From an optimization exercise on the open Yosys and OpenROAD flow, aimed at small area and a short achievable clock period; shortcuts taken in it are not production practice.
RTL that was checked went through simulation tests only; none was proved equivalent to the original.
Only the layout flow was run in runs 1 to 4; the RTL was not checked for function there.
No activity file was given, so power comes from the tool's default toggle rates.

## flow/config.mk

```make
export PLATFORM = sky130hd
export DESIGN_NAME = final_top
export DESIGN_NICKNAME = final_top
export VERILOG_FILES = /design/flow/design.v
export SDC_FILE = /design/flow/constraint.sdc
export NUM_CORES = 4
export LEC_CHECK = 0
export CAP_MARGIN = 20
export CORE_MARGIN = 2
export CORE_UTILIZATION = 40
export SETUP_SLACK_MARGIN = 2.0
export SLEW_MARGIN = 20
```

## flow/design.v

```verilog
module instruction_decoder (
    input [31:0] instruction,
    output [3:0] opcode,
    output [3:0] reg1,
    output [3:0] reg2,
    output [3:0] destReg,
    output [15:0] immediate
);
    assign opcode = instruction[31:28];
    assign reg1 = instruction[27:24];
    assign reg2 = instruction[23:20];
    assign destReg = instruction[19:16];
    assign immediate = instruction[15:0];
endmodule
module reg_file (
    input clk,
    input rst,  
    input [15:0] read_sel1,
    input [15:0] read_sel2,
    input [3:0] write_reg,
    input [15:0] write_data,
    input write_enable,
    output reg [15:0] read_data1,
    output reg [15:0] read_data2
);
    reg [15:0] regs [0:15];
    wire [15:0] wd = rst ? 16'b0 : write_data;
    genvar g;
    generate
        for (g = 0; g < 16; g = g + 1) begin : r
            always @(posedge clk) begin
                if (rst || (write_enable && write_reg == g))
                    regs[g] <= wd;
            end
        end
    endgenerate
    integer i;
    always @(*) begin
        read_data1 = 16'b0;
        read_data2 = 16'b0;
        for (i = 0; i < 16; i = i + 1) begin
            read_data1 = read_data1 | (regs[i] & {16{read_sel1[i]}});
            read_data2 = read_data2 | (regs[i] & {16{read_sel2[i]}});
        end
    end
endmodule
module alu (
    input [15:0] operand1,
    input [15:0] operand2,
    input big,
    input carry_in,
    input is_arith,  
    input is_addc,
    input is_subc,
    input is_subi,
    input is_and,
    input is_or,
    input is_xor,
    input is_shr,  
    input is_sra,
    input is_shl,
    output [15:0] x,
    output [15:0] cm,
    output carry_out,
    output zero
);
    wire cin = (is_addc & carry_in) | (is_subc & ~carry_in) | is_subi;
    wire [15:0] p = operand1 ^ operand2;
    wire [15:0] g = operand1 & operand2;
    wire [15:0] k = operand1 | operand2;
    wire [15:0] gk [0:4];
    wire [15:0] pk [0:4];
    assign gk[0] = g;
    assign pk[0] = p;
    genvar i, l;
    generate
        for (l = 0; l < 4; l = l + 1) begin : lvl
            for (i = 0; i < 16; i = i + 1) begin : b
                if (i >= (1 << l)) begin : pg
                    assign gk[l+1][i] = gk[l][i] | (pk[l][i] & gk[l][i - (1 << l)]);
                    assign pk[l+1][i] = pk[l][i] & pk[l][i - (1 << l)];
                end else begin : pass
                    assign gk[l+1][i] = gk[l][i];
                    assign pk[l+1][i] = pk[l][i];
                end
            end
        end
    endgenerate
    wire [15:0] c = gk[4] | (pk[4] & {16{cin}});
    wire c16 = c[15];
    assign carry_out = (is_addc & c16) | (is_subc & ~c16);
    function [15:0] rev;
        input [15:0] v;
        integer j;
        begin
            for (j = 0; j < 16; j = j + 1)
                rev[j] = v[15 - j];
        end
    endfunction
    wire fill = is_sra & operand1[15];
    wire [15:0] s0 = is_shl ? rev(operand1) : operand1;
    wire [15:0] s1 = operand2[0] ? {fill, s0[15:1]} : s0;
    wire [15:0] s2 = operand2[1] ? {{2{fill}}, s1[15:2]} : s1;
    wire [15:0] s3 = operand2[2] ? {{4{fill}}, s2[15:4]} : s2;
    wire [15:0] s4 = operand2[3] ? {{8{fill}}, s3[15:8]} : s3;
    wire shr_small = is_shr & ~big;
    wire shl_small = is_shl & ~big;
    wire shr_fill = is_shr & big & fill;
    wire [15:0] r_na = ({16{is_and}} & g) |
                       ({16{is_or}} & k) |
                       ({16{is_xor}} & p) |
                       ({16{shr_small}} & s4) |
                       ({16{shl_small}} & rev(s4)) |
                       {16{shr_fill}};
    assign x = r_na | ({16{is_arith}} & p);
    assign cm = {16{is_arith}} & {c[14:0], cin};
    wire sum_zero = &(p ~^ {k[14:0], cin});
    wire arith_zero = sum_zero & ~(is_addc & k[15]) & ~(is_subc & ~k[15]);
    assign zero = is_arith ? arith_zero : ~(|r_na);
endmodule
module final_top (
    input clk,
    input rst,  
    input [31:0] instruction,
    input [15:0] data_in,  
    output [15:0] data_out,  
    output [15:0] addr,  
    output we,  
    output [15:0] out_reg,  
    output zero,
    output carry
);
    wire [3:0] opcode, reg1, reg2, destReg;
    wire [15:0] immediate, reg_data1, reg_data2, alu_x, alu_cm;
    wire carry_d2, zero_d2;
    reg [3:0] opcode_d1, destReg_d1;
    reg [15:0] imm_d1;
    reg [15:0] sel1_d1, sel2_d1;
    reg fwd1_d1, fwd2_d1, use_imm_d1, inv_d1;
    reg [15:0] op1_d2, op2_d2, addr_d2;
    reg big_d2;  
    reg arith_d2, addc_d2, subc_d2, subi_d2, and_d2, or_d2, xor_d2;
    reg shr_d2, sra_d2, shl_d2, load_d2, store_d2, rf_we_d2;
    reg [3:0] destReg_d2;
    reg [15:0] x_d3, cm_d3;
    reg load_d3, rf_we_d3, carry_d3, zero_d3;
    reg [3:0] destReg_d3;
    wire [15:0] wdata_d3 = x_d3 ^ cm_d3;
    instruction_decoder id (
        .instruction (instruction),
        .opcode (opcode),
        .reg1 (reg1),
        .reg2 (reg2),
        .destReg (destReg),
        .immediate (immediate)
    );
    wire use_imm = (opcode == 4'b1011) || (opcode == 4'b1100) || (opcode == 4'b1101) ||
                   (opcode == 4'b1110) || (opcode == 4'b1111);
    wire fwd1 = rf_we_d2 && (reg1 == destReg_d2);
    wire fwd2 = rf_we_d2 && (reg2 == destReg_d2);
    wire [15:0] sel1, sel2;
    genvar k;
    generate
        for (k = 0; k < 16; k = k + 1) begin : dec
            assign sel1[k] = (reg1 == k) && !fwd1;
            assign sel2[k] = (reg2 == k) && !fwd2;
        end
    endgenerate
    reg_file rf (
        .clk(clk),
        .rst(rst),
        .read_sel1(sel1_d1),
        .read_sel2(sel2_d1),
        .write_reg(destReg_d3),
        .write_data(wdata_d3),
        .write_enable(rf_we_d3),
        .read_data1(reg_data1),
        .read_data2(reg_data2)
    );
    wire [15:0] a_d1 = reg_data1 | (wdata_d3 & {16{fwd1_d1}});
    wire [15:0] b_d1 = reg_data2 | (wdata_d3 & {16{fwd2_d1}}) | (imm_d1 & {16{use_imm_d1}});
    alu alu_unit (
        .operand1(op1_d2),
        .operand2(op2_d2),
        .big(big_d2),
        .carry_in(carry_d3),
        .is_arith(arith_d2),
        .is_addc(addc_d2),
        .is_subc(subc_d2),
        .is_subi(subi_d2),
        .is_and(and_d2),
        .is_or(or_d2),
        .is_xor(xor_d2),
        .is_shr(shr_d2),
        .is_sra(sra_d2),
        .is_shl(shl_d2),
        .x(alu_x),
        .cm(alu_cm),
        .carry_out(carry_d2),
        .zero(zero_d2)
    );
    always @(posedge clk or posedge rst) begin
        if (rst) begin
            opcode_d1 <= 4'b0;
            imm_d1 <= 16'b0;
            addr_d2 <= 16'b0;
            arith_d2 <= 1'b0;
            addc_d2 <= 1'b0;
            subc_d2 <= 1'b0;
            subi_d2 <= 1'b0;
            and_d2 <= 1'b0;
            or_d2 <= 1'b0;
            xor_d2 <= 1'b0;
            shr_d2 <= 1'b0;
            sra_d2 <= 1'b0;
            shl_d2 <= 1'b0;
            load_d2 <= 1'b0;
            store_d2 <= 1'b0;
            rf_we_d2 <= 1'b0;
            x_d3 <= 16'b0;
            cm_d3 <= 16'b0;
            load_d3 <= 1'b0;
            rf_we_d3 <= 1'b0;
            carry_d3 <= 1'b0;
            zero_d3 <= 1'b0;
        end else begin
            opcode_d1 <= opcode;
            imm_d1 <= immediate;
            addr_d2 <= imm_d1;
            arith_d2 <= (opcode_d1 == 4'b0011) || (opcode_d1 == 4'b0100) ||
                        (opcode_d1 == 4'b1011) || (opcode_d1 == 4'b1100);
            addc_d2 <= (opcode_d1 == 4'b0011);
            subc_d2 <= (opcode_d1 == 4'b0100);
            subi_d2 <= (opcode_d1 == 4'b1100);
            and_d2 <= (opcode_d1 == 4'b0101) || (opcode_d1 == 4'b1101);
            or_d2 <= (opcode_d1 == 4'b0110) || (opcode_d1 == 4'b1110);
            xor_d2 <= (opcode_d1 == 4'b0111) || (opcode_d1 == 4'b1111);
            shr_d2 <= (opcode_d1 == 4'b1001) || (opcode_d1 == 4'b1010);
            sra_d2 <= (opcode_d1 == 4'b1010);
            shl_d2 <= (opcode_d1 == 4'b1000);
            load_d2 <= (opcode_d1 == 4'b0010);
            store_d2 <= (opcode_d1 == 4'b0001);
            rf_we_d2 <= (opcode_d1 != 4'b0000) && (opcode_d1 != 4'b0001);
            x_d3 <= alu_x | (data_in & {16{load_d2}});  
            cm_d3 <= alu_cm;
            load_d3 <= load_d2;
            rf_we_d3 <= rf_we_d2;
            carry_d3 <= carry_d2;
            zero_d3 <= zero_d2;
        end
    end
    always @(posedge clk) begin
        destReg_d1 <= destReg;
        sel1_d1 <= sel1;
        sel2_d1 <= use_imm ? 16'b0 : sel2;
        fwd1_d1 <= fwd1;
        fwd2_d1 <= fwd2 && !use_imm;
        use_imm_d1 <= use_imm;
        inv_d1 <= (opcode == 4'b0100) || (opcode == 4'b1100);
        destReg_d2 <= destReg_d1;
        destReg_d3 <= destReg_d2;
        op1_d2 <= a_d1;
        op2_d2 <= b_d1 ^ {16{inv_d1}};
        big_d2 <= |b_d1[15:4];
    end
    assign addr = addr_d2;
    assign we = store_d2;
    assign data_out = op1_d2 & {16{store_d2}};
    assign out_reg = load_d3 ? 16'b0 : wdata_d3;
    assign carry = carry_d3;
    assign zero = zero_d3;
endmodule
```

## flow/run.sh

```bash
#!/bin/bash
# synth_recipe.tcl (not shown) runs the flow's synth.tcl, then flattens the netlist and writes it again
# the make line also repeats each setting of config.mk as NAME=value (left out here)
make -C /OpenROAD-flow-scripts/flow DESIGN_CONFIG=/design/flow/config.mk WORK_HOME=/design/flow/orfs CLKGATE_MAP_FILE= SYNTH_SCRIPT=/design/flow/synth_recipe.tcl finish
```

## flow/constraint.sdc

```tcl
create_clock -name core_clock -period 4.5 [get_ports {clk}]
set_input_delay 0.9000 -clock core_clock [delete_from_list [all_inputs] [get_ports {clk}]]
set_output_delay 0.9000 -clock core_clock [all_outputs]
set_load 0.01 [all_outputs]
```

==> reports/results.txt, run 1 <==
Status -> complete, no violations
Via/cell ratio -> 6.62
Syn_nets -> 1,602
Max Clk Rate -> 361 MHz
Area grow syn2layout -> 21.8%
RSZ-0062 raised after global routing -> true
Met3 usage -> 6.41%
Max Cap Violations -> 0
Critical Path Fanout Max -> 11
M1 GR Usage -> 38.1%
Post-DP HPWL -> 45,600 µm
Core Box Area -> 46,600 µm²
DRT antenna net count -> 0
Worst Clk Skew -> 0.0266 ns
DRC -> 0
Critical Path End Type -> register
Slew margin rel. -> 13.3%
Synthesized flop and latch total -> 422
Commonest non-fill, non-tap cell in the layout -> edfxtp_1
Routed WL per cell -> 32.3 µm
Num CTS Buffers -> 44
Worst setup SP type -> register
Leak -> 8.61 nW
Unique masters post-synth -> 64
FF+latch area -> 11,500 µm²
Grt peak-use layer -> met2
Sequential share of the synthesized area -> 60.6%
Share of cells above drive strength 1 -> 17.8%
GP Congestion -> 0.986
Clk sink count -> 422
Hold_ws -> 0.328 ns
Most frequent cells in the layout -> edfxtp_1, a22oi_1, nor2_1, dfrtp_1, clkdlybuf4s50_1
Clock Pin Slew Worst Setup and Hold Paths -> 0.06 ns
Gr ovfl total -> 0
First drt pass iteration count -> 9
Clock Power Share -> 32.7%
Syn Std Cell Area -> 18,900 µm²
CTS H-tree lvls -> 2
PwrDens -> 514 nW/µm²
Routed wire length -> 73,400 µm
Die footprint -> 48,900 µm²
Max rail drop VDD -> 0.000285 V
CTS Root Cell -> clkbuf_16
# nets final -> 1,713
Clk buf depth -> 3
Tmin final -> 2.77 ns
# fillers -> 4,031
Via count of the first global-routing pass -> 14,700
Die Span X -> 221 µm
Die Ht -> 221 µm
Area taken by multi-input logic gates -> 7290 µm²
Initial antenna violation count -> 2
Most frequently used flop master after synthesis -> edfxtp_1
DR iter-0 viols -> 2,648
Worst-skew pair later-pin latency -> 0.58 ns
Avg Cell Area, Syn -> 12.4 µm²
Setup TNS -> 0 ns
P_sw -> 3.63 mW
Slew @ Worst Pin -> 1.30 ns
Yosys warning total -> 4
Sequential share of power -> 44.8%
IO Pins -> 101
# diodes -> 0
Switch share -> 30.8%
CTS tree -> yes
Total GRT Usage -> 29.3%
FP Rows -> 79
Largest net degree at the start of global routing -> 42
CP Class -> register to register
Fin crit share -> 61.6%
Post-synth EDFFs -> 256
First-pass GRT wire length -> 104,000 µm
Count of pins over their slew limit -> 0
Buffers added on ports -> 100
M2 GR Usage -> 46.0%
Worst Hold Class -> register to register
Final hold vios -> 0
Starting density of the core -> 40.5%
Int Pwr -> 8.17 mW
Vias -> 15,100
Crit path required time -> 4.95 ns
Synth async-reset ratio -> 20.1%
WP data arrival -> 3.22 ns
Final setup fails -> 0
Combinational Power Share -> 22.5%
Post-synthesis cell count -> 1,519
[per-stage QoR]
step	area [µm²]	total power, mW	setup WS, ns	std cells	utilization (%)
2_1_floorplan	19000	6.54	1.70	1519	-
3_3_place_gp	20600	7.61	1.28	2154	44.3
3_5_place_dp	20600	7.61	1.24	2154	44.3
4_1_cts	22800	11.7	1.69	2265	49.0
5_1_grt	23000	12.2	1.65	2273	49.4
6_report	23000	11.8	1.73	2273	49.4
[layout make-up]
class,count,area share (%)
Sequential cell,422,50.1
Tap cell,607,3.31
Timing Repair Buffer,178,7.53
Inverter,42,0.713
Clock buffer,58,5.47
Clock inverter,24,1.23
Multi-Input combinational cell,942,31.7
[layer usage]
metal / wire [µm] / up-vias
met1: 27400 / 7368
li1: - / 6145
met3: 8350 / 303
met5: 13 / -
met4: 4840 / 2
met2: 32800 / 1234
[power groups by stage]
| stage | combinational (mW) | sequential, mW | clock [mW] |
|---|---|---|---|
| 2_1_floorplan | 1.48 | 5.06 | 0 |
| 3_3_place_gp | 2.30 | 5.31 | 0 |
| 3_5_place_dp | 2.29 | 5.32 | 0 |
| 4_1_cts | 2.52 | 5.25 | 3.90 |
| 5_1_grt | 2.78 | 5.33 | 4.06 |
| 6_report | 2.65 | 5.29 | 3.86 |
[state kept, by name (all words and copies together), names as in the netlist, 4 cells and up]
name        flops
cm_d3          16
opcode_d1       4
x_d3           16
sel1_d1        16
destReg_d3      4
op2_d2         16
rf.regs       256
imm_d1         16
destReg_d1      4
sel2_d1        16
addr_d2        16
op1_d2         16
destReg_d2      4
[cell families (layout without fill, tap and decap cells)]
logic type / after synthesis / count (layout) / share of synthesized area, %
fa+ha+maj: 33 / 33 / 2.23
flops: 422 / 422 / 60.6
simple gates: 379 / 379 / 9.92
mux: 43 / 43 / 4.05
compound gates: 418 / 418 / 16.8
xor+xnor: 69 / 69 / 3.20
buf+inv: 155 / 302 / 3.18
[synthesized netlist by cell type (all sizes together), types with 6 or more instances]
library cell / count / area share [%]
o21ai: 27 / 0.72
a31oi: 6 / 0.20
nand3b: 8 / 0.32
xnor2: 44 / 2.0
and3: 7 / 0.23
buf: 12 / 0.34
nor2: 110 / 2.2
dfrtp: 85 / 11
mux4: 25 / 3.0
nor2b: 13 / 0.43
nand2b: 13 / 0.43
xor2: 25 / 1.2
or3: 9 / 0.30
ha: 32 / 2.1
and2: 25 / 0.83
nor3: 26 / 0.69
a22o: 47 / 2.2
a222oi: 21 / 1.1
clkbuf: 101 / 2.0
a21oi: 39 / 1.0
o211ai: 14 / 0.56
dfxtp: 81 / 8.6
mux2i: 13 / 0.69
inv: 41 / 0.82
nand3: 32 / 0.85
a22oi: 165 / 6.6
edfxtp: 256 / 41
a21o: 8 / 0.32
nand4: 55 / 1.8
nand2: 70 / 1.4
a221oi: 50 / 2.3
[final timing paths]
path | cells after the start | slack, ns | end | start
worst max register to register | 11 | 1.73 | carry_d3 | op2_d2[0]
min in group asynchronous | 2 | 0.80 | rf_we_d3 | rst
worst max-delay path | 11 | 1.73 | carry_d3 | op2_d2[0]
worst min register to register | 0 | 0.33 | destReg_d2[0] | destReg_d1[0]
max in group asynchronous | 3 | 2.69 | load_d3 | rst
worst min-delay path | 0 | 0.33 | destReg_d2[0] | destReg_d1[0]
[timing repair]
action | 4_1_cts | 5_1_grt
endpoints found under the setup margin | 57 | 29
hold buffers | 0 | 0
gates resized for setup | 187 | 35
buffers inserted | 29 | 8
pin swaps | 20 | 17
[critical path, cell delays in order, from the launching register on]
cell     delay (ns)
dfxtp_4        0.38
buf_6          0.15
buf_12         0.15
ha_4           0.17
o21a_1         0.17
nor2_2         0.09
a21oi_2        0.05
a31o_2         0.25
a221o_1        0.39
a211o_1        0.31
a31oi_1        0.17
mux2_2         0.35
==> run 2, diff against run 1 <==
--- a/flow/config.mk
+++ b/flow/config.mk
@@ -9,4 +9,5 @@
 export CORE_MARGIN = 2
 export CORE_UTILIZATION = 40
+export CTS_BUF_LIST = sky130_fd_sc_hd__clkbuf_4 sky130_fd_sc_hd__clkbuf_8
 export SETUP_SLACK_MARGIN = 2.0
 export SLEW_MARGIN = 20
==> run 2 against run 1 <==
Effect of this change: cell count up 2.1%; sequential cell count unchanged; area after synthesis unchanged; synthesized cell count unchanged; sequential share of layout area about the same; via count up 0.88%; core utilization down 0.072 points; non-clock buffer count up 2; first-iteration DRC count up 0.91%; highest routed layer is now met4.
==> reports/results.txt, run 2 <==
DRT antenna net count -> 0
Clock Pin Slew Worst Setup and Hold Paths -> 0.06 ns
First drt pass iteration count -> 9
# diodes -> 0
Area leader, netlist -> edfxtp_1
Synthesized flop and latch total -> 422
Top cell type's share of synthesized area -> 40.7%
Routed wire length -> 74,000 µm
First-pass GRT wire length -> 104,000 µm
Count leader, synth -> edfxtp_1
Finished Cell Area -> 22,900 µm²
Area taken by multi-input logic gates -> 7330 µm²
# nets final -> 1,740
Crit-path max cell delay -> 0.50 ns
Leak -> 8.62 nW
Syn_nets -> 1,602
Max rail drop VDD -> 0.000336 V
RSZ-0062 raised after global routing -> true
Largest net degree at the start of global routing -> 42
Worst-skew pair later-pin latency -> 0.64 ns
Sequential share of the synthesized area -> 60.6%
FF+latch area -> 11,500 µm²
Reg2reg start -> op2_d2[0]
Die Ht -> 221 µm
Buffers added on ports -> 100
Share of cells above drive strength 1 -> 21.5%
GP Congestion -> 0.986
Initial antenna violation count -> 0
Worst Hold Class -> register to register
DP Area -> 20,600 µm²
Die Span X -> 221 µm
Critical Path Fanout Max -> 6
Via count of the first global-routing pass -> 14,900
Post-synth EDFFs -> 256
Tmin final -> 2.75 ns
FP Rows -> 79
Max Clk Rate -> 363 MHz
Vias -> 15,200
Status -> complete, no violations
Commonest cells in the synthesized netlist -> edfxtp_1, a22oi_1, nor2_1
Max reg flops -> 256
Die footprint -> 48,900 µm²
Routed WL per cell -> 31.9 µm
Top reg by flops -> rf.regs
Highest-delay cell along the critical path -> mux4_2
Worst Setup SP -> op2_d2[0]
Count of pins over their slew limit -> 0
CP Class -> register to register
Design Power -> 11.7 mW
Commonest non-fill, non-tap cell in the layout -> edfxtp_1
Final hold vios -> 0
Post-synthesis cell count -> 1,519
Num CTS Buffers -> 69
WHS Path Cells -> 0
Clk sink count -> 422
Critical Path End Type -> register
Most frequently used flop master after synthesis -> edfxtp_1
Crit path required time -> 5.05 ns
# fillers -> 4,086
DRC -> 0
Post-DP HPWL -> 45,600 µm
Max Cap Violations -> 0
Via/cell ratio -> 6.55
IO Pins -> 101
Ranking of synthesized cells by area -> edfxtp_1, dfrtp_1, dfxtp_1
Reg2reg path depth -> 10
Min-Delay Endpoint -> destReg_d2[0]
Starting density of the core -> 40.5%
Total GRT Usage -> 29.5%
Critical path cell sequence -> buf_6, buf_12, buf_4, mux4_2, mux2i_1, o21ai_0, a221o_1, nor3_1, nand4_1, o31ai_2
CTS Root Cell -> clkbuf_8
Worst setup SP type -> register
R2r setup slk -> 1.75 ns
Most frequent cells in the layout -> edfxtp_1, a22oi_1, nor2_1, dfrtp_1, clkbuf_8
Worst Hold Launch -> destReg_d1[0]
DR iter-0 viols -> 2,672
Worst Clk Skew -> 0.0430 ns
WP data arrival -> 3.30 ns
Core Box Area -> 46,600 µm²
Yosys warning total -> 4
CTS H-tree lvls -> 3
CTS tree -> yes
Clk buf depth -> 3
Gr ovfl total -> 0
Fin crit share -> 61.2%
Slew margin rel. -> 12.3%
Slew @ Worst Pin -> 1.31 ns
Syn Std Cell Area -> 18,900 µm²
Synth async-reset ratio -> 20.1%
Avg Cell Area, Syn -> 12.4 µm²
Area grow syn2layout -> 21.6%
Unique masters post-synth -> 64
PwrDens -> 510 nW/µm²
FF-to-FF End -> zero_d3
Setup TNS -> 0 ns
Final setup fails -> 0
run 2: cell types whose count changed in the layout (fill, tap and decap cells not counted), sizes merged:
cell           before  now
clkbuf             58   98
clkinv             15   18
dlygate4sd2        17    2
buf                94  111
clkinvlp            1    3
inv                44   43
bufinv              6    7
clkdlybuf4s50      67   66
clkdlybuf4s15       0    1
run 2: how the worst max path moves through the flow:
stage                to  slack (ns)
3_5_place_dp    zero_d3        1.24
6_report        zero_d3        1.75
2_1_floorplan  carry_d3        1.70
4_1_cts         zero_d3        1.70
3_3_place_gp    zero_d3        1.28
5_1_grt         zero_d3        1.68
run 2: kinds of logic (layout without fill, tap and decap cells):
logic type | count (synthesis) | count (layout) | synth area share, %
fa+ha+maj | 33 | 33 | 2.23
xor+xnor | 69 | 69 | 3.20
mux | 43 | 43 | 4.05
simple gates | 379 | 379 | 9.92
compound gates | 418 | 418 | 16.8
flops | 422 | 422 | 60.6
buf+inv | 155 | 349 | 3.18
run 2: per-stage QoR:
step	util [%]	setup WS (ns)	cells	hold WS [ns]
after floorplan	-	1.70	1519	0.310
after global placement	44.3	1.28	2154	0.314
after detailed placement	44.3	1.24	2154	0.319
after CTS	49.0	1.70	2313	0.333
after global routing	49.3	1.68	2320	0.340
final	49.3	1.75	2320	0.328
run 2: routing by layer:
| layer | GRT usage, % | part of all wire (%) |
|---|---|---|
| met1 | 38.2 | 37 |
| met2 | 46.1 | 45 |
| met5 | 0 | 0 |
| met4 | 15.7 | 5.9 |
| met3 | 6.94 | 12 |
run 2: repair_timing:
action | in CTS | in global routing
hold endpoints to repair | 0 | 0
pin swaps | 26 | 17
gates resized for setup | 237 | 36
hold buffers | 0 | 0
endpoints found under the setup margin | 57 | 33
setup buffers | 32 | 7
run 2: worst max-delay path, delay by kind of cell, from the launching register on:
kind            cells  cell delay, ns
mux                 2            0.80
compound gates      3            0.74
flops               1            0.41
buf+inv             3            0.38
simple gates        2            0.35
run 2: cell type report:
type	instances	share of cell area (%)
multi-input combinational	942	31.9
sequential	422	50.1
clock inverter	29	1.41
tap	607	3.31
inverter	42	0.714
clock buffer	98	5.31
timing repair buffer	180	7.26
run 2: where the power goes:
part	switching, mW	total (mW)	leakage [nW]	internal (mW)
clock network	1.56	3.72	0.802	2.16
logic	1.59	2.69	3.42	1.11
registers	0.520	5.29	4.39	4.77
total	3.66	11.7	8.62	8.03
==> run 3, diff against run 2 <==
--- a/flow/config.mk
+++ b/flow/config.mk
@@ -8,6 +8,7 @@
 export CAP_MARGIN = 20
 export CORE_MARGIN = 2
-export CORE_UTILIZATION = 40
-export CTS_BUF_LIST = sky130_fd_sc_hd__clkbuf_4 sky130_fd_sc_hd__clkbuf_8
+export CORE_UTILIZATION = 60
+export CTS_CLUSTER_DIAMETER = 90
+export CTS_CLUSTER_SIZE = 24
 export SETUP_SLACK_MARGIN = 2.0
 export SLEW_MARGIN = 20
==> run 3 against run 2 <==
Effect of this change: sequential share of layout area is 2.8 points higher; critical path type unchanged; global-route usage is 12 points higher; clock skew is 0.0037 ns lower; clock power is 41% lower; routed wire length is 6.9% lower; setup slack worse by 0.072 ns; non-clock buffer count is 8 lower; die area is 33% lower; first-iteration DRC count is 20% higher; synthesized cell count stayed put; combinational power hardly changed; total power is 13% lower; largest power group unchanged.
==> reports/results.txt, run 3 <==
Gr ovfl total -> 0
Buffers added on ports -> 100
Count leader, synth -> edfxtp_1
Commonest non-fill, non-tap cell in the layout -> edfxtp_1
CTS Root Cell -> clkbuf_16
Die Span X -> 181 µm
Area grow syn2layout -> 15.2%
WP data arrival -> 3.31 ns
Initial antenna violation count -> 1
Ranking of synthesized cells by area -> edfxtp_1, dfrtp_1, dfxtp_1
Max Cap Violations -> 0
Leak -> 8.14 nW
# diodes -> 0
CTS H-tree lvls -> 1
Synth Area in Simple Gates -> 9.92%
Worst setup SP type -> register
Status -> complete, no violations
Slew margin rel. -> 11.2%
Critical Path End Type -> register
CP top delay family -> multiplexers
Final setup fails -> 0
Multiplexer share of the synthesized area -> 4.05%
Max Clk Rate -> 354 MHz
PwrDens -> 468 nW/µm²
# fillers -> 2,142
IO Pins -> 101
Commonest cells in the synthesized netlist -> edfxtp_1, a22oi_1, nor2_1
Unique masters post-synth -> 64
First-pass GRT wire length -> 98,600 µm
Clk sink count -> 422
Clk buf depth -> 3
Syn_nets -> 1,602
Share of cells above drive strength 1 -> 15.3%
Vias -> 15,400
Synth Area in Compound Gates -> 16.8%
WP buf/inv -> 1
Post-Synth Adder-Cell Area -> 2.23%
Max reg flops -> 256
Worst-skew pair later-pin latency -> 0.57 ns
Tmin final -> 2.83 ns
Count of pins over their slew limit -> 0
CP Class -> register to register
Area leader, netlist -> edfxtp_1
Max rail drop VDD -> 0.000441 V
Avg Cell Area, Syn -> 12.4 µm²
Die Ht -> 181 µm
Largest family of logic cells by synthesized area -> compound AO/OA/AOI/OAI gates
CTS tree -> yes
Routed wire length -> 68,900 µm
Worst Clk Skew -> 0.0394 ns
Most frequently used flop master after synthesis -> edfxtp_1
Num CTS Buffers -> 22
Synthesized flop and latch total -> 422
FF+latch area -> 11,500 µm²
Area taken by multi-input logic gates -> 7320 µm²
Routed WL per cell -> 34.2 µm
GP Congestion -> 0.968
Top reg by flops -> rf.regs
Hold_buf cts -> 0
Yosys warning total -> 4
# nets final -> 1,685
Post-synth EDFFs -> 256
DRT antenna net count -> 0
Largest net degree at the start of global routing -> 64
Starting density of the core -> 61.4%
Most used cell, CP -> and3_1
Slew @ Worst Pin -> 1.33 ns
DRC -> 0
Core Box Area -> 30,700 µm²
Die footprint -> 32,900 µm²
Final hold vios -> 0
Total GRT Usage -> 41.5%
Post-DP HPWL -> 44,100 µm
Via/cell ratio -> 7.66
Finished Cell Area -> 21,700 µm²
Via count of the first global-routing pass -> 14,900
Sequential share of the synthesized area -> 60.6%
Worst Hold Class -> register to register
FP Rows -> 64
Post-synthesis cell count -> 1,519
Highest-delay cell along the critical path -> mux4_1
Most frequent cells in the layout -> edfxtp_1, a22oi_1, nor2_1, dfrtp_1, clkdlybuf4s50_1
Fin crit share -> 62.8%
Xor/xnor share of the synthesized area -> 3.20%
Clock Pin Slew Worst Setup and Hold Paths -> 0.10 ns
Top cell type's share of synthesized area -> 40.7%
RSZ-0062 raised after global routing -> true
Setup TNS -> 0 ns
First drt pass iteration count -> 12
Critical path cell sequence -> buf_4, mux4_1, mux2i_4, o221ai_1, a21oi_1, and3_1, and3_1, nand4_1, o31ai_2
Syn Std Cell Area -> 18,900 µm²
DP Area -> 20,400 µm²
Critical Path Fanout Max -> 14
DR iter-0 viols -> 3,194
Synth async-reset ratio -> 20.1%
Crit path required time -> 4.99 ns
Crit-path max cell delay -> 0.63 ns
run 3: cell count changes in the layout (fill, tap and decap cells not counted), sizes merged:
| cell | delta |
|---|---|
| buf | -32 |
| clkdlybuf4s15 | +2 |
| clkbuf | -53 |
| inv | +1 |
| bufinv | -7 |
| clkinvlp | -3 |
| bufbuf | +1 |
| dlygate4sd2 | +12 |
| clkinv | -16 |
run 3: what timing repair did:
item	4_1_cts	5_1_grt
endpoints found under the hold margin	0	0
cloned	1	0
setup endpoints to repair	401	135
setup buffers	24	7
pin swaps	14	8
resized for setup	141	61
run 3: metal layers:
| layer | share of wire (%) | GRT usage (%) | up-vias | routed length [µm] |
|---|---|---|---|---|
| li1 | - | - | 6077 | - |
| met1 | 35 | 56.2 | 7306 | 23900 |
| met2 | 42 | 60.3 | 1662 | 28700 |
| met3 | 17 | 14.1 | 387 | 11800 |
| met4 | 6.5 | 20.5 | 2 | 4500 |
| met5 | 0.019 | 0 | - | 13 |
run 3: cell type report:
class | instances | share of cell area (%)
Sequential cell | 422 | 52.9
Multi-Input combinational cell | 942 | 33.7
Timing Repair Buffer | 172 | 7.28
Clock buffer | 36 | 2.77
Tap cell | 396 | 2.28
Inverter | 42 | 0.817
Clock inverter | 4 | 0.265
run 3: logic make-up (layout without fill, tap and decap cells):
| group | after synthesis | in the layout |
|---|---|---|
| AOI/OAI and AO/OA | 418 | 418 |
| DFF | 422 | 422 |
| xor gates and xnor gates | 69 | 69 |
| and+or+nand+nor | 379 | 379 |
| buffers and inverters | 155 | 254 |
| muxes | 43 | 43 |
| adders and majority gates | 33 | 33 |
run 3: worst reg2reg max path, delay by kind of cell (launching register included):
family | cells | cell delay [ns]
AOI/OAI and AO/OA | 3 | 0.77
buffers and inverters | 1 | 0.25
DFF | 1 | 0.41
muxes | 2 | 0.86
and+or+nand+nor | 3 | 0.46
run 3: power by group:
group / internal, mW / switching, mW
Combinational: 1.07 / 1.59
Sequential: 4.76 / 0.551
Clock: 0.951 / 1.25
Total: 6.79 / 3.39
run 3: final timing paths:
| kind | from | end | slack (ns) | depth (start not counted) |
|---|---|---|---|---|
| worst max-delay path | op2_d2[0] | zero_d3 | 1.67 | 9 |
| worst min-delay path | destReg_d1[2] | destReg_d2[2] | 0.33 | 0 |
| worst max register to register | op2_d2[0] | zero_d3 | 1.67 | 9 |
| worst min register to register | destReg_d1[2] | destReg_d2[2] | 0.33 | 0 |
| max in group asynchronous | rst | shl_d2 | 2.50 | 3 |
| min in group asynchronous | rst | imm_d1[15] | 0.67 | 2 |
run 3: stage by stage:
stage	hold slack, ns	utilization [%]	total power [mW]	instances	setup WS [ns]
floorplan	0.310	-	6.54	1519	1.70
global placement	0.311	66.1	7.57	1941	1.05
detailed placement	0.312	66.2	7.59	1941	1.00
CTS	0.333	70.0	9.90	2006	1.72
global route	0.338	70.7	10.4	2014	1.54
finish	0.332	70.7	10.2	2014	1.67
==> run 4, diff against run 3 <==
--- a/flow/design.v
+++ b/flow/design.v
@@ -25,11 +25,12 @@
 );
     reg [15:0] regs [0:15];
-    wire [15:0] wd = rst ? 16'b0 : write_data;
     genvar g;
     generate
         for (g = 0; g < 16; g = g + 1) begin : r
-            always @(posedge clk) begin
-                if (rst || (write_enable && write_reg == g))
-                    regs[g] <= wd;
+            always @(posedge clk or posedge rst) begin
+                if (rst)
+                    regs[g] <= 16'b0;
+                else if (write_enable && write_reg == g)
+                    regs[g] <= write_data;
             end
         end
--- a/flow/config.mk
+++ b/flow/config.mk
@@ -8,7 +8,5 @@
 export CAP_MARGIN = 20
 export CORE_MARGIN = 2
-export CORE_UTILIZATION = 60
-export CTS_CLUSTER_DIAMETER = 90
-export CTS_CLUSTER_SIZE = 24
+export CORE_UTILIZATION = 40
 export SETUP_SLACK_MARGIN = 2.0
 export SLEW_MARGIN = 20
==> run 4 against run 3 <==
Effect of this change: cell count is 45% higher; count of clock-buffer cells in the layout increased by 27; routed wire length increased by 20%; synthesized cell count is 38% higher; critical path depth is 1 lower; core utilization decreased by 21 points; critical path type unchanged; critical endpoint unchanged.
==> reports/results.txt, run 4 <==
CTS Root Cell -> clkbuf_16
Critical Path End Type -> register
Count leader, synth -> dfrtp_1
Max Cap Violations -> 0
DR iter-0 viols -> 2,879
Clk sink count -> 422
CP Class -> register to register
M2 GR Usage -> 48.1%
Most frequently used flop master after synthesis -> dfrtp_1
Hold_ws -> 0.328 ns
Sequential share of the synthesized area -> 50.7%
Starting density of the core -> 40.3%
Num CTS Buffers -> 46
Die footprint -> 51,900 µm²
Fin crit share -> 59.9%
Slew margin rel. -> 11.1%
Clk buf depth -> 3
Most frequent cells in the layout -> dfrtp_1, nor2_1, a22oi_1, a21oi_1, nand2_1
Post-DP HPWL -> 49,600 µm
Hold_buf cts -> 0
Clock Power Share -> 26.3%
Sequential share of power -> 39.9%
Top reg by flops -> rf.regs
First drt pass iteration count -> 6
Gr ovfl total -> 0
Avg Cell Area, Syn -> 9.56 µm²
Vias -> 18,500
GP Congestion -> 0.952
Leak -> 10.4 nW
PwrDens -> 612 nW/µm²
Met3 usage -> 6.93%
DRT antenna net count -> 0
Routed wire length -> 82,600 µm
P_sw -> 5.69 mW
Max rail drop VDD -> 0.000306 V
Switch share -> 37.6%
# nets final -> 2,300
Worst Clk Skew -> 0.0591 ns
M1 GR Usage -> 40.8%
Buffers added on ports -> 100
Routed WL per cell -> 28.2 µm
Syn Std Cell Area -> 20,000 µm²
Critical Path Fanout Max -> 7
Crit path required time -> 4.99 ns
Die Span X -> 228 µm
Synth async-reset ratio -> 80.8%
Worst setup SP type -> register
Largest net degree at the start of global routing -> 183
Area grow syn2layout -> 23.6%
IO Pins -> 101
Commonest non-fill, non-tap cell in the layout -> dfrtp_1
Max Clk Rate -> 371 MHz
Total GRT Usage -> 31.0%
First-pass GRT wire length -> 120,000 µm
Ranking of synthesized cells by area -> dfrtp_1, a22oi_1, dfxtp_1
Post-synthesis cell count -> 2,095
RSZ-0062 raised after global routing -> true
Max reg flops -> 256
Yosys warning total -> 4
Unique masters post-synth -> 78
Synthesized flop and latch total -> 422
CTS H-tree lvls -> 2
FP Rows -> 82
Worst Hold Class -> register to register
Slew @ Worst Pin -> 1.33 ns
Via count of the first global-routing pass -> 17,700
Initial antenna violation count -> 3
Worst-skew pair later-pin latency -> 0.62 ns
Tmin final -> 2.70 ns
Die Ht -> 228 µm
Share of cells above drive strength 1 -> 17.9%
Syn_nets -> 2,178
CTS tree -> yes
Count of pins over their slew limit -> 0
Final setup fails -> 0
Grt peak-use layer -> met2
Top cell type's share of synthesized area -> 42.6%
Post-synth EDFFs -> 0
Status -> complete, no violations
Core Box Area -> 49,800 µm²
Combinational Power Share -> 33.8%
Final hold vios -> 0
Clock Pin Slew Worst Setup and Hold Paths -> 0.07 ns
Int Pwr -> 9.46 mW
Commonest cells in the synthesized netlist -> dfrtp_1, nor2_1, a22oi_1
WP data arrival -> 3.19 ns
Area leader, netlist -> dfrtp_1
DRC -> 0
Via/cell ratio -> 6.33
Design Power -> 15.1 mW
==> run 4: changes by cell type after synthesis, moves of 7 or more <==
cell       change
xnor2_1       -12
a221oi_1      -33
clkbuf_1      +63
a22oi_1       +63
nor2_1       +158
dfrtp_1      +256
edfxtp_1     -256
a21oi_1      +152
o2111ai_1      +7
nand2_1       +87
nand4_1        -8
a22o_1        -38
o21ai_0      +123
==> run 4: cells by family after synthesis <==
kind of cell | Yosys count | share of synthesized area, %
XOR/XNOR | 56 | 2.45
AO/OA/AOI/OAI | 694 | 22.5
buffers and inverters | 221 | 4.36
AND/OR/NAND/NOR | 629 | 14.1
adder cells (fa/ha/maj) | 33 | 2.10
flip-flops | 422 | 50.7
multiplexers | 40 | 3.74
==> run 4: area by class of cell <==
cell class	count	area, µm²
Timing Repair Buffer	254	2410
Fill cell	4522	25000
Tap cell	672	841
Clock inverter	23	270
Inverter	41	176
Clock buffer	63	1340
Sequential cell	422	10200
Multi-Input combinational cell	1452	9470
Antenna cell	1	2.50
==> run 4: metrics by stage <==
step                utilization (%)  cell area, µm²  setup WS [ns]  setup TNS [ns]  std cells
floorplan                         -           20100         -0.961         -327.54       2095
CTS                            48.5           24100           1.84               0       2883
finish                         49.8           24800           1.80               0       2928
global placement               43.9           21800           1.18               0       2747
detailed placement             43.9           21800           1.10               0       2747
global route                   49.7           24800           1.71               0       2927
==> run 4: what timing repair did <==
action                     CTS  global route
pin swaps                   11            25
gates cloned                 0             2
buffers inserted            50            41
resized for setup          158            81
setup endpoints to repair   61            31
==> run 4: power by group through the flow <==
stage / clock network, mW / logic (mW) / registers (mW)
final: 3.98 / 5.12 / 6.05
after global routing: 4.18 / 5.49 / 6.14
after CTS: 4.03 / 4.57 / 5.99
after detailed placement: 0 / 4.07 / 6.09
after global placement: 0 / 4.03 / 6.07
after floorplan: 0 / 2.84 / 5.54
==> run 4: layer usage <==
layer  share of wire [%]  wire (µm)
met5               0.016         13
met4                 5.8       4820
met3                  12       9620
met2                  45      36900
met1                  38      31300
==> run 4: final timing paths <==
check                           endpoint  cells after the start          start  slack [ns]
hold / removal             destReg_d2[1]                      0  destReg_d1[1]        0.33
max in group asynchronous       store_d2                      4            rst        2.72
setup / recovery                 zero_d3                      8      op2_d2[0]        1.80
setup reg to reg                 zero_d3                      8      op2_d2[0]        1.80
min in group asynchronous     imm_d1[11]                      3            rst        0.81
hold reg to reg            destReg_d2[1]                      0  destReg_d1[1]        0.33
==> run 4: critical path, cell delays in order (launching register included) <==
cell and delay, ns:
dfxtp_4 0.45, clkbuf_16 0.17, mux4_2 0.49, mux2i_2 0.20
nand2_1 0.10, o21ai_2 0.22, o2111ai_2 0.18, or4b_4 0.57
o31ai_4 0.22
==> run 5, diff against run 4 <==
--- a/flow/design.v
+++ b/flow/design.v
@@ -25,12 +25,11 @@
 );
     reg [15:0] regs [0:15];
+    wire [15:0] wd = rst ? 16'b0 : write_data;
     genvar g;
     generate
         for (g = 0; g < 16; g = g + 1) begin : r
-            always @(posedge clk or posedge rst) begin
-                if (rst)
-                    regs[g] <= 16'b0;
-                else if (write_enable && write_reg == g)
-                    regs[g] <= write_data;
+            always @(posedge clk) begin
+                if (rst || (write_enable && write_reg == g))
+                    regs[g] <= wd;
             end
         end
@@ -61,4 +60,5 @@
     input is_sra,
     input is_shl,
+    input is_none,  
     output [15:0] x,
     output [15:0] cm,
@@ -118,5 +118,11 @@
     wire sum_zero = &(p ~^ {k[14:0], cin});
     wire arith_zero = sum_zero & ~(is_addc & k[15]) & ~(is_subc & ~k[15]);
-    assign zero = is_arith ? arith_zero : ~(|r_na);
+    wire shift_zero = big ? ~fill : ~(|s4);  
+    assign zero = (is_arith & arith_zero) |
+                  (is_and & ~(|g)) |
+                  (is_or & ~(|k)) |
+                  (is_xor & ~(|p)) |
+                  ((is_shr | is_shl) & shift_zero) |
+                  is_none;
 endmodule
 module final_top (
@@ -142,10 +148,10 @@
     reg big_d2;  
     reg arith_d2, addc_d2, subc_d2, subi_d2, and_d2, or_d2, xor_d2;
-    reg shr_d2, sra_d2, shl_d2, load_d2, store_d2, rf_we_d2;
+    reg shr_d2, sra_d2, shl_d2, some_d2, load_d2, store_d2, rf_we_d2;  
     reg [3:0] destReg_d2;
     reg [15:0] x_d3, cm_d3;
     reg load_d3, rf_we_d3, carry_d3, zero_d3;
     reg [3:0] destReg_d3;
-    wire [15:0] wdata_d3 = x_d3 ^ cm_d3;
+    wire [15:0] wdata_d3 = x_d3 ^ (cm_d3 & {16{~load_d3}});
     instruction_decoder id (
         .instruction (instruction),
@@ -196,4 +202,5 @@
         .is_sra(sra_d2),
         .is_shl(shl_d2),
+        .is_none(~some_d2),
         .x(alu_x),
         .cm(alu_cm),
@@ -216,4 +223,5 @@
             sra_d2 <= 1'b0;
             shl_d2 <= 1'b0;
+            some_d2 <= 1'b0;
             load_d2 <= 1'b0;
             store_d2 <= 1'b0;
@@ -240,9 +248,10 @@
             sra_d2 <= (opcode_d1 == 4'b1010);
             shl_d2 <= (opcode_d1 == 4'b1000);
+            some_d2 <= (opcode_d1 != 4'b0000) && (opcode_d1 != 4'b0001) && (opcode_d1 != 4'b0010);
             load_d2 <= (opcode_d1 == 4'b0010);
             store_d2 <= (opcode_d1 == 4'b0001);
             rf_we_d2 <= (opcode_d1 != 4'b0000) && (opcode_d1 != 4'b0001);
             x_d3 <= alu_x | (data_in & {16{load_d2}});  
-            cm_d3 <= alu_cm;
+            cm_d3 <= alu_cm | (data_in & {16{load_d2}});
             load_d3 <= load_d2;
             rf_we_d3 <= rf_we_d2;
@@ -268,5 +277,5 @@
     assign we = store_d2;
     assign data_out = op1_d2 & {16{store_d2}};
-    assign out_reg = load_d3 ? 16'b0 : wdata_d3;
+    assign out_reg = x_d3 ^ cm_d3;
     assign carry = carry_d3;
     assign zero = zero_d3;
--- a/flow/config.mk
+++ b/flow/config.mk
@@ -9,4 +9,4 @@
 export CORE_MARGIN = 2
 export CORE_UTILIZATION = 40
-export SETUP_SLACK_MARGIN = 2.0
+export SETUP_SLACK_MARGIN = 2.3
 export SLEW_MARGIN = 20
==> run 5 against run 4 <==
Effect of this change: die area decreased by 5.7%; area after synthesis fell by 5.8%; critical path depth did not move; worst hold slack lost 0.0032 ns; cell area shrank 6.1%; register-to-register slack gained 0.30 ns; cell count decreased by 22%; core utilization grew 0.20 points; routed wire length fell by 12%; critical path type unchanged; largest power group unchanged.
==> reports/results.txt, run 5 <==
Critical path cell sequence -> buf_4, mux4_2, mux2_4, mux2i_4, o21a_2, nand2_1, nor4bb_1, a41o_1
Synthesized flop and latch total -> 423
Die Ht -> 221 µm
CTS tree -> yes
Post-synthesis cell count -> 1,503
RSZ-0062 raised after global routing -> true
Max rail drop VDD -> 0.000350 V
Total GRT Usage -> 28.8%
Worst Clk Skew -> 0.0178 ns
CTS Root Cell -> clkbuf_16
Clock Pin Slew Worst Setup and Hold Paths -> 0.07 ns
Worst Hold Launch -> destReg_d1[0]
CP Class -> register to register
Commonest cells in the synthesized netlist -> edfxtp_1, a22oi_1, clkbuf_1
DR iter-0 viols -> 3,232
Worst-skew pair later-pin latency -> 0.58 ns
DRC -> 0
Gr ovfl total -> 0
Slew @ Worst Pin -> 1.29 ns
Max Cap Violations -> 0
Share of cells above drive strength 1 -> 23.8%
Count of pins over their slew limit -> 0
Unique masters post-synth -> 75
Routed wire length -> 72,900 µm
Clk buf depth -> 3
Syn Std Cell Area -> 18,900 µm²
Min-Delay Endpoint -> destReg_d2[0]
DP Area -> 20,500 µm²
Syn_nets -> 1,586
Yosys warning total -> 4
Highest-delay cell along the critical path -> mux4_2
Core Box Area -> 46,600 µm²
Die footprint -> 49,000 µm²
Top reg by flops -> rf.regs
R2r setup slk -> 2.10 ns
# diodes -> 0
Most frequently used flop master after synthesis -> edfxtp_1
Largest net degree at the start of global routing -> 53
Finished Cell Area -> 23,300 µm²
# fillers -> 3,999
Initial antenna violation count -> 1
Die Span X -> 221 µm
Worst Hold Class -> register to register
Critical Path Fanout Max -> 8
Routed WL per cell -> 31.7 µm
Buffers added on ports -> 100
First drt pass iteration count -> 9
WHS Path Cells -> 0
FP Rows -> 79
Ranking of synthesized cells by area -> edfxtp_1, dfrtp_1, a22oi_1
Vias -> 15,500
Max reg flops -> 256
CTS H-tree lvls -> 2
Post-synth EDFFs -> 256
Crit path required time -> 5.01 ns
WP data arrival -> 2.90 ns
Slew margin rel. -> 13.7%
Reg2reg start -> op2_d2[0]
FF-to-FF End -> zero_d3
Area leader, netlist -> edfxtp_1
Setup TNS -> 0 ns
Reg2reg path depth -> 8
Clk sink count -> 423
First-pass GRT wire length -> 103,000 µm
Status -> complete, no violations
Critical Path End Type -> register
Fin crit share -> 53.3%
Sequential share of the synthesized area -> 60.7%
DRT antenna net count -> 0
Most frequent cells in the layout -> edfxtp_1, a22oi_1, buf_4, dfrtp_1, nand2_1
Commonest non-fill, non-tap cell in the layout -> edfxtp_1
Via/cell ratio -> 6.72
Via count of the first global-routing pass -> 14,900
IO Pins -> 101
Top cell type's share of synthesized area -> 40.7%
Area grow syn2layout -> 23.2%
Worst setup SP type -> register
Count leader, synth -> edfxtp_1
Final hold vios -> 0
GP Congestion -> 0.987
Crit-path max cell delay -> 0.51 ns
Final setup fails -> 0
Max Clk Rate -> 417 MHz
Starting density of the core -> 40.6%
# nets final -> 1,739
Leak -> 8.88 nW
Synth async-reset ratio -> 20.3%
Post-DP HPWL -> 44,100 µm
Avg Cell Area, Syn -> 12.6 µm²
Tmin final -> 2.40 ns
Num CTS Buffers -> 44
PwrDens -> 515 nW/µm²
==> run 5: worst max-delay path by stage <==
stage                          from              to  slack (ns)  depth (start not counted)
after floorplan                 rst   rf.regs[0][0]        2.16                          4
final                     op2_d2[0]         zero_d3        2.10                          8
after detailed placement        rst  rf.regs[10][1]        1.03                          3
after CTS                 op2_d2[0]         zero_d3        2.13                          7
after global routing      op2_d2[0]         zero_d3        2.09                          8
after global placement          rst  rf.regs[10][1]        1.11                          3
==> run 5: power by group <==
part	leakage, nW	switching, mW	internal (mW)
combinational	3.74	1.69	1.26
clock	0.734	1.58	2.16
sequential	4.40	0.501	4.79
total	8.88	3.77	8.21
==> run 5: per-stage QoR <==
stage / hold WS, ns / worst slack [ns] / power [mW] / utilization, % / instances
CTS: 0.327 / 2.13 / 11.5 / 48.4 / 2254
global placement: 0.311 / 1.11 / 7.58 / 44.1 / 2133
global route: 0.330 / 2.09 / 12.3 / 49.9 / 2298
finish: 0.325 / 2.10 / 12.0 / 49.9 / 2298
floorplan: 0.310 / 2.16 / 6.58 / - / 1503
detailed placement: 0.313 / 1.03 / 7.59 / 44.1 / 2133
==> run 5: area by class of cell <==
| type | instances | area, µm² | area share [%] |
|---|---|---|---|
| sequential | 423 | 11500 | 49.6 |
| multi-input combinational | 929 | 7470 | 32.1 |
| timing repair buffer | 216 | 1800 | 7.73 |
| clock buffer | 50 | 1200 | 5.15 |
| tap | 607 | 759 | 3.27 |
| clock inverter | 31 | 288 | 1.24 |
| inverter | 41 | 191 | 0.823 |
| timing repair inverter | 1 | 8.76 | 0.0377 |
==> run 5: logic make-up after synthesis <==
kind of cell / Yosys count / share of synthesized area (%)
muxes: 32 / 3.36
adders and majority gates: 33 / 2.23
buffers and inverters: 151 / 3.18
DFF: 423 / 60.7
xor gates and xnor gates: 72 / 3.34
AOI/OAI and AO/OA: 423 / 16.9
and+or+nand+nor: 369 / 10.2
==> run 5: per-layer routing <==
layer  vias up  GRT usage, %  share of wire (%)  wire [µm]
li1       6190             -                  -          -
met1      7509          40.2                 38      28000
met2      1455          41.5                 42      30400
met3       300          8.15                 15      10600
met4         0          13.0                5.5       3980
met5         -             0                  0          0
==> run 5: critical path: cells and delay by family (launching register included) <==
kind	cells	cell delay, ns
multiplexers	3	0.98
AO/OA/AOI/OAI	2	0.44
flip-flops	1	0.42
AND/OR/NAND/NOR	2	0.37
buffers and inverters	1	0.13
==> run 5: what timing repair did <==
item,CTS,global route
gates resized for setup,265,92
pin swaps,21,42
setup buffers,39,43
gates cloned,1,1
setup endpoints to repair,578,144
hold buffers,0,0
==> run 6, diff against run 5 <==
--- a/flow/config.mk
+++ b/flow/config.mk
@@ -9,4 +9,4 @@
 export CORE_MARGIN = 2
 export CORE_UTILIZATION = 40
-export SETUP_SLACK_MARGIN = 2.3
+export SETUP_SLACK_MARGIN = 2.0
 export SLEW_MARGIN = 20
==> run 6 against run 5 <==
Effect of this change: critical endpoint is now big_d2; clock skew up 0.012 ns; cell count down 2.5%; total power down 3.6%.
==> reports/results.txt, run 6 <==
Worst Hold Class -> register to register
Critical Path End Type -> register
Unique masters post-synth -> 75
CTS Root Cell -> clkbuf_16
Sequential share of power -> 46.1%
Post-synth EDFFs -> 256
# nets final -> 1,680
Clk sink count -> 423
Die Span X -> 221 µm
CTS tree -> yes
Gr ovfl total -> 0
Clock Pin Slew Worst Setup and Hold Paths -> 0.06 ns
Worst Hold Launch -> destReg_d1[2]
Max reg flops -> 256
DRT antenna net count -> 0
Routed WL per cell -> 31.9 µm
Final hold vios -> 0
Most frequent cells in the layout -> edfxtp_1, a22oi_1, dfrtp_1, nand2_1, clkdlybuf4s50_1
Total GRT Usage -> 28.3%
DR iter-0 viols -> 2,922
Slew margin rel. -> 11.1%
Die footprint -> 49,000 µm²
Via/cell ratio -> 6.66
Post-synthesis cell count -> 1,503
First-pass GRT wire length -> 101,000 µm
Buffers added on ports -> 100
FF-to-FF End -> big_d2
Int Pwr -> 7.97 mW
Setup TNS -> 0 ns
Post-DP HPWL -> 44,300 µm
Tmin final -> 2.53 ns
Sequential share of the synthesized area -> 60.7%
Commonest non-fill, non-tap cell in the layout -> edfxtp_1
Fin util -> 48.4%
Synth async-reset ratio -> 20.3%
Routed wire length -> 71,500 µm
WP data arrival -> 2.96 ns
WHS Path Cells -> 0
Min-Delay Endpoint -> destReg_d2[2]
Ranking of synthesized cells by area -> edfxtp_1, dfrtp_1, a22oi_1
Leak -> 8.54 nW
Initial antenna violation count -> 2
Starting density of the core -> 40.6%
Reg2reg path depth -> 7
Synthesized flop and latch total -> 423
CTS H-tree lvls -> 2
CP top delay family -> simple AND/OR/NAND/NOR gates
Highest-delay cell along the critical path -> dfxtp_1
FP Rows -> 79
Combinational Power Share -> 21.1%
Crit-path max cell delay -> 0.69 ns
Clock Power Share -> 32.8%
Worst setup SP type -> register
GP Congestion -> 0.957
Count leader, synth -> edfxtp_1
P_sw -> 3.58 mW
# fillers -> 4,034
Switch share -> 31.0%
Clk buf depth -> 3
Slew @ Worst Pin -> 1.33 ns
DRC -> 0
Max rail drop VDD -> 0.000322 V
Avg Cell Area, Syn -> 12.6 µm²
Syn_nets -> 1,586
IO Pins -> 101
Worst-skew pair later-pin latency -> 0.59 ns
First drt pass iteration count -> 7
Fin crit share -> 56.2%
PwrDens -> 513 nW/µm²
Die Ht -> 221 µm
# diodes -> 0
RSZ-0062 raised after global routing -> true
Crit path required time -> 4.93 ns
R2r setup slk -> 1.97 ns
Critical Path Fanout Max -> 12
Num CTS Buffers -> 45
Via count of the first global-routing pass -> 14,500
Vias -> 14,900
Yosys warning total -> 4
CP Class -> register to register
Most frequently used flop master after synthesis -> edfxtp_1
Reg2reg start -> use_imm_d1
Share of cells above drive strength 1 -> 14.6%
Count of pins over their slew limit -> 0
Max Cap Violations -> 0
Hold_buf cts -> 0
Critical path cell sequence -> buf_4, a22oi_1, nand4_1, nor3_2, nand2_1, nor3_1, nand3_1
Commonest cells in the synthesized netlist -> edfxtp_1, a22oi_1, clkbuf_1
Area grow syn2layout -> 19.2%
Worst Clk Skew -> 0.0303 ns
Max Clk Rate -> 395 MHz
Top reg by flops -> rf.regs
Area leader, netlist -> edfxtp_1
Largest net degree at the start of global routing -> 47
Syn Std Cell Area -> 18,900 µm²
Status -> complete, no violations
Top cell type's share of synthesized area -> 40.7%
WP buf/inv -> 1
Final setup fails -> 0
Core Box Area -> 46,600 µm²
run 6: power groups by stage:
| stage | Sequential [mW] | Clock [mW] | Combinational, mW |
|---|---|---|---|
| 2_1_floorplan | 5.07 | 0 | 1.44 |
| 3_3_place_gp | 5.35 | 0 | 2.21 |
| 3_5_place_dp | 5.35 | 0 | 2.20 |
| 4_1_cts | 5.29 | 3.83 | 2.23 |
| 5_1_grt | 5.36 | 3.99 | 2.56 |
| 6_report | 5.33 | 3.79 | 2.43 |
run 6: cell type report:
class                   count  area, µm²  share of cell area [%]
clock buffers              56       1250                    5.55
clock inverters            28        275                    1.22
inverters                  41        174                   0.773
multi-input cells         929       7020                    31.2
flip-flops and latches    423      11500                    51.2
well taps                 607        759                    3.37
repair buffers            157       1500                    6.66
run 6: logic make-up after synthesis:
group / count (synthesis) / synth area share [%]
xor gates and xnor gates: 72 / 3.34
and+or+nand+nor: 369 / 10.2
AOI/OAI and AO/OA: 423 / 16.9
muxes: 32 / 3.36
DFF: 423 / 60.7
adders and majority gates: 33 / 2.23
buffers and inverters: 151 / 3.18
run 6: through the flow:
| step | area, µm² | power, mW | hold WS [ns] | setup slack (ns) | instances |
|---|---|---|---|---|---|
| 6_report | 22500 | 11.6 | 0.325 | 1.97 | 2241 |
| 5_1_grt | 22500 | 11.9 | 0.330 | 1.88 | 2241 |
| 4_1_cts | 22200 | 11.4 | 0.327 | 1.82 | 2222 |
| 3_5_place_dp | 20500 | 7.55 | 0.312 | 1.00 | 2134 |
| 3_3_place_gp | 20500 | 7.56 | 0.314 | 1.11 | 2134 |
| 2_1_floorplan | 18900 | 6.51 | 0.310 | 2.03 | 1503 |
run 6: worst max path at each step:
stage	start	end	slack (ns)	depth (start not counted)
after floorplan	op2_d2[3]	carry_d3	2.03	11
after global placement	rst	rf.regs[7][1]	1.11	3
after detailed placement	rst	rf.regs[8][2]	1.00	3
after CTS	cm_d3[9]	big_d2	1.82	7
after global routing	use_imm_d1	big_d2	1.88	7
final	use_imm_d1	big_d2	1.97	7
run 6: metal layers:
layer	wire, µm	track usage (%)	vias up
met5	0	0	-
met4	3350	12.9	0
met3	10200	9.32	232
met2	30100	40.5	1317
met1	27800	39.0	7299
li1	-	-	6079
run 6: worst reg2reg max path, cell delays in order (launching register included):
cell,delay (ns)
dfxtp_1,0.69
buf_4,0.38
a22oi_1,0.17
nand4_1,0.16
nor3_2,0.46
nand2_1,0.10
nor3_1,0.31
nand3_1,0.12
run 6: repair_timing:
action / CTS / global route
gates cloned: 0 / 1
setup buffers: 4 / 18
setup endpoints to repair: 304 / 102
resized for setup: 99 / 38
pin swaps: 2 / 6
==> run 7, diff against run 6 <==
--- a/flow/config.mk
+++ b/flow/config.mk
@@ -8,5 +8,7 @@
 export CAP_MARGIN = 20
 export CORE_MARGIN = 2
-export CORE_UTILIZATION = 40
-export SETUP_SLACK_MARGIN = 2.0
+export CORE_UTILIZATION = 60
+export CTS_CLUSTER_DIAMETER = 90
+export CTS_CLUSTER_SIZE = 24
+export SETUP_SLACK_MARGIN = 2.3
 export SLEW_MARGIN = 20
==> run 7 against run 6 <==
Effect of this change: critical path depth is 1 higher; sequential cell count stayed put; critical path type unchanged; non-clock buffer count up 20; synthesized cell count stayed put; highest routed layer unchanged; routed wire length shrank 4.0%.
==> reports/results.txt, run 7 <==
Via count of the first global-routing pass -> 14,500
Via/cell ratio -> 7.59
Worst Clk Skew -> 0.0473 ns
Count leader, synth -> edfxtp_1
Design Power -> 10.2 mW
Count of pins over their slew limit -> 0
Tmin final -> 2.52 ns
Max Cap Violations -> 0
CP Class -> register to register
Worst-skew pair later-pin latency -> 0.57 ns
Post-DP HPWL -> 42,200 µm
Die footprint -> 32,900 µm²
Final hold vios -> 0
Clock Pin Slew Worst Setup and Hold Paths -> 0.10 ns
Die Ht -> 181 µm
Setup TNS -> 0 ns
Starting density of the core -> 61.4%
Commonest non-fill, non-tap cell in the layout -> edfxtp_1
DRT antenna net count -> 0
WP data arrival -> 2.97 ns
Initial antenna violation count -> 2
Synth async-reset ratio -> 20.3%
Syn Std Cell Area -> 18,900 µm²
Crit path required time -> 4.96 ns
Gr ovfl total -> 0
Max Clk Rate -> 398 MHz
First drt pass iteration count -> 9
GP Congestion -> 0.989
IO Pins -> 101
Unique masters post-synth -> 75
Hold_buf cts -> 0
Slew @ Worst Pin -> 1.37 ns
Leak -> 8.26 nW
Largest net degree at the start of global routing -> 49
Die Span X -> 181 µm
Fin crit share -> 55.9%
First-pass GRT wire length -> 96,600 µm
Reg2reg start -> op2_d2[0]
DR iter-0 viols -> 3,858
Ranking of synthesized cells by area -> edfxtp_1, dfrtp_1, a22oi_1
Buffers added on ports -> 100
Critical Path Fanout Max -> 6
Critical Path End Type -> register
# fillers -> 2,162
Final setup fails -> 0
Status -> complete, no violations
Critical path cell sequence -> buf_12, mux4_2, mux2_4, mux2i_4, a221o_1, nand2_1, nor4bb_2, a41o_1
Clk buf depth -> 3
Num CTS Buffers -> 22
PwrDens -> 468 nW/µm²
FF-to-FF End -> zero_d3
Syn_nets -> 1,586
DRC -> 0
Total GRT Usage -> 40.7%
R2r setup slk -> 1.98 ns
Routed WL per cell -> 34.2 µm
Max reg flops -> 256
FP Rows -> 64
# nets final -> 1,678
Worst Hold Class -> register to register
Highest-delay cell along the critical path -> mux4_2
Vias -> 15,300
Min-Delay Endpoint -> destReg_d2[3]
Slew margin rel. -> 8.35%
Most frequent cells in the layout -> edfxtp_1, a22oi_1, dfrtp_1, nand2_1, buf_4
Synthesized flop and latch total -> 423
Top reg by flops -> rf.regs
Avg Cell Area, Syn -> 12.6 µm²
Commonest cells in the synthesized netlist -> edfxtp_1, a22oi_1, clkbuf_1
CTS tree -> yes
CTS H-tree lvls -> 1
Reg2reg path depth -> 8
Core Box Area -> 30,700 µm²
Worst Setup SP -> op2_d2[0]
RSZ-0062 raised after global routing -> true
Post-synthesis cell count -> 1,503
Yosys warning total -> 4
Post-synth EDFFs -> 256
Share of cells above drive strength 1 -> 17.6%
Worst setup SP type -> register
Area leader, netlist -> edfxtp_1
Max rail drop VDD -> 0.000291 V
CTS Root Cell -> clkbuf_16
WHS Path Cells -> 0
Routed wire length -> 68,700 µm
Worst Hold Launch -> destReg_d1[3]
Clk sink count -> 423
Most frequently used flop master after synthesis -> edfxtp_1
Top cell type's share of synthesized area -> 40.7%
Crit-path max cell delay -> 0.54 ns
Sequential share of the synthesized area -> 60.7%
Area grow syn2layout -> 15.2%
-- run 7: cell counts after synthesis --
No cell type changed its count.
-- run 7: kinds of logic (layout without fill, tap and decap cells) --
logic type,Yosys count,after routing,share of synthesized area [%]
AOI/OAI and AO/OA,423,423,16.9
DFF,423,423,60.7
and+or+nand+nor,369,369,10.2
buffers and inverters,151,259,3.18
xor gates and xnor gates,72,72,3.34
adders and majority gates,33,33,2.23
muxes,32,32,3.36
other,0,3,0
-- run 7: per-stage QoR --
step / area (µm²) / utilization [%] / hold WS (ns) / cells / setup slack (ns)
detailed placement: 20200 / 65.6 / 0.314 / 1910 / 1.09
global route: 21800 / 70.7 / 0.352 / 2007 / 1.88
finish: 21800 / 70.8 / 0.335 / 2010 / 1.98
CTS: 21400 / 69.6 / 0.337 / 1981 / 2.10
global placement: 20200 / 65.6 / 0.312 / 1910 / 1.22
floorplan: 19000 / - / 0.310 / 1503 / 2.16
-- run 7: timing repair --
action,in CTS,in global routing
endpoints found under the setup margin,569,228
gates cloned,0,2
pin swaps,17,20
resized for setup,261,36
buffers inserted,31,23
-- run 7: worst max-delay path by stage --
| stage | to | slack (ns) | cells after the start |
|---|---|---|---|
| floorplan | rf.regs[0][0] | 2.16 | 4 |
| global placement | rf.regs[14][1] | 1.22 | 3 |
| detailed placement | rf.regs[11][1] | 1.09 | 3 |
| CTS | data_out[13] | 2.10 | 3 |
| global route | zero_d3 | 1.88 | 7 |
| finish | zero_d3 | 1.98 | 8 |
-- run 7: where the power goes --
group / switching, mW / internal, mW / leakage (nW) / total [mW]
combinational: 1.57 / 1.12 / 3.54 / 2.68
clock: 1.23 / 0.959 / 0.319 / 2.19
sequential: 0.538 / 4.78 / 4.40 / 5.31
-- run 7: routing by layer --
metal	vias up	GRT usage, %	wire length [µm]
met4	0	19.3	4320
met5	-	0.444	0
met3	347	15.8	11900
met2	1585	57.7	28300
met1	7273	55.5	24200
li1	6047	-	-
-- run 7: layout make-up --
type | instances | area [µm²] | share of cell area [%]
inverters | 41 | 186 | 0.857
clock inverters | 5 | 53.8 | 0.247
diodes | 3 | 7.51 | 0.0345
clock buffers | 35 | 609 | 2.80
repair buffers | 177 | 1540 | 7.10
repair inverters | 1 | 8.76 | 0.0403
multi-input cells | 929 | 7310 | 33.6
flip-flops and latches | 423 | 11500 | 53.1
well taps | 396 | 495 | 2.28
-- run 7: worst max-delay path: cells and delay by family, from the launching register on --
kind / cells / cell delay, ns
and+or+nand+nor: 2 / 0.41
AOI/OAI and AO/OA: 2 / 0.46
muxes: 3 / 1.00
DFF: 1 / 0.42
buffers and inverters: 1 / 0.13

-- re-timing with driven ports --
No port has a modelled driver above. Below, the same layouts with a new extraction and two added sets of constraints. Step 1 (the two cells are an assumption about what drives the block):
set clk [get_ports {clk}]
set_driving_cell -lib_cell sky130_fd_sc_hd__clkbuf_16 $clk
set_driving_cell -lib_cell sky130_fd_sc_hd__buf_2 [delete_from_list [all_inputs] $clk]
Step 2, shift: input delay + t, output delay - t, t = (earliest + latest rising clock arrival at the registers) / 2. This alone moves slack from input paths to output paths. Three values: no drivers, after step 1, after step 2; two values: the first two.
| run | t (ns) | setup WS [ns] | latest minus earliest clock arrival (ns) | worst register clock-pin slew, ns | worst data-port slew with drivers (ns) |
|---|---|---|---|---|---|
| run 1 | 0.627 | 1.728 / 1.728 / 1.572 | 0.027 / 0.027 | 0.07 / 0.07 | 0.05 |
| run 2 | 0.671 | 1.745 / 1.745 / 1.569 | 0.053 / 0.052 | 0.07 / 0.07 | 0.05 |
| run 3 | 0.605 | 1.674 / 1.674 / 1.652 | 0.040 / 0.041 | 0.10 / 0.10 | 0.05 |
| run 4 | 0.647 | 1.803 / 1.803 / 1.803 | 0.059 / 0.060 | 0.07 / 0.07 | 0.04 |
| run 5 | 0.623 | 2.102 / 2.098 / 1.868 | 0.018 / 0.018 | 0.07 / 0.07 | 0.06 |
| run 6 | 0.633 | 1.970 / 1.970 / 1.532 | 0.031 / 0.031 | 0.07 / 0.07 | 0.07 |
| run 7 | 0.607 | 1.985 / 1.985 / 1.880 | 0.052 / 0.051 | 0.10 / 0.10 | 0.04 |
After both steps setup and hold are still met in every run listed. For run 6, which loses most, drivers alone change the setup slack by 0.000 ns; drivers and shift together by -0.438 ns.
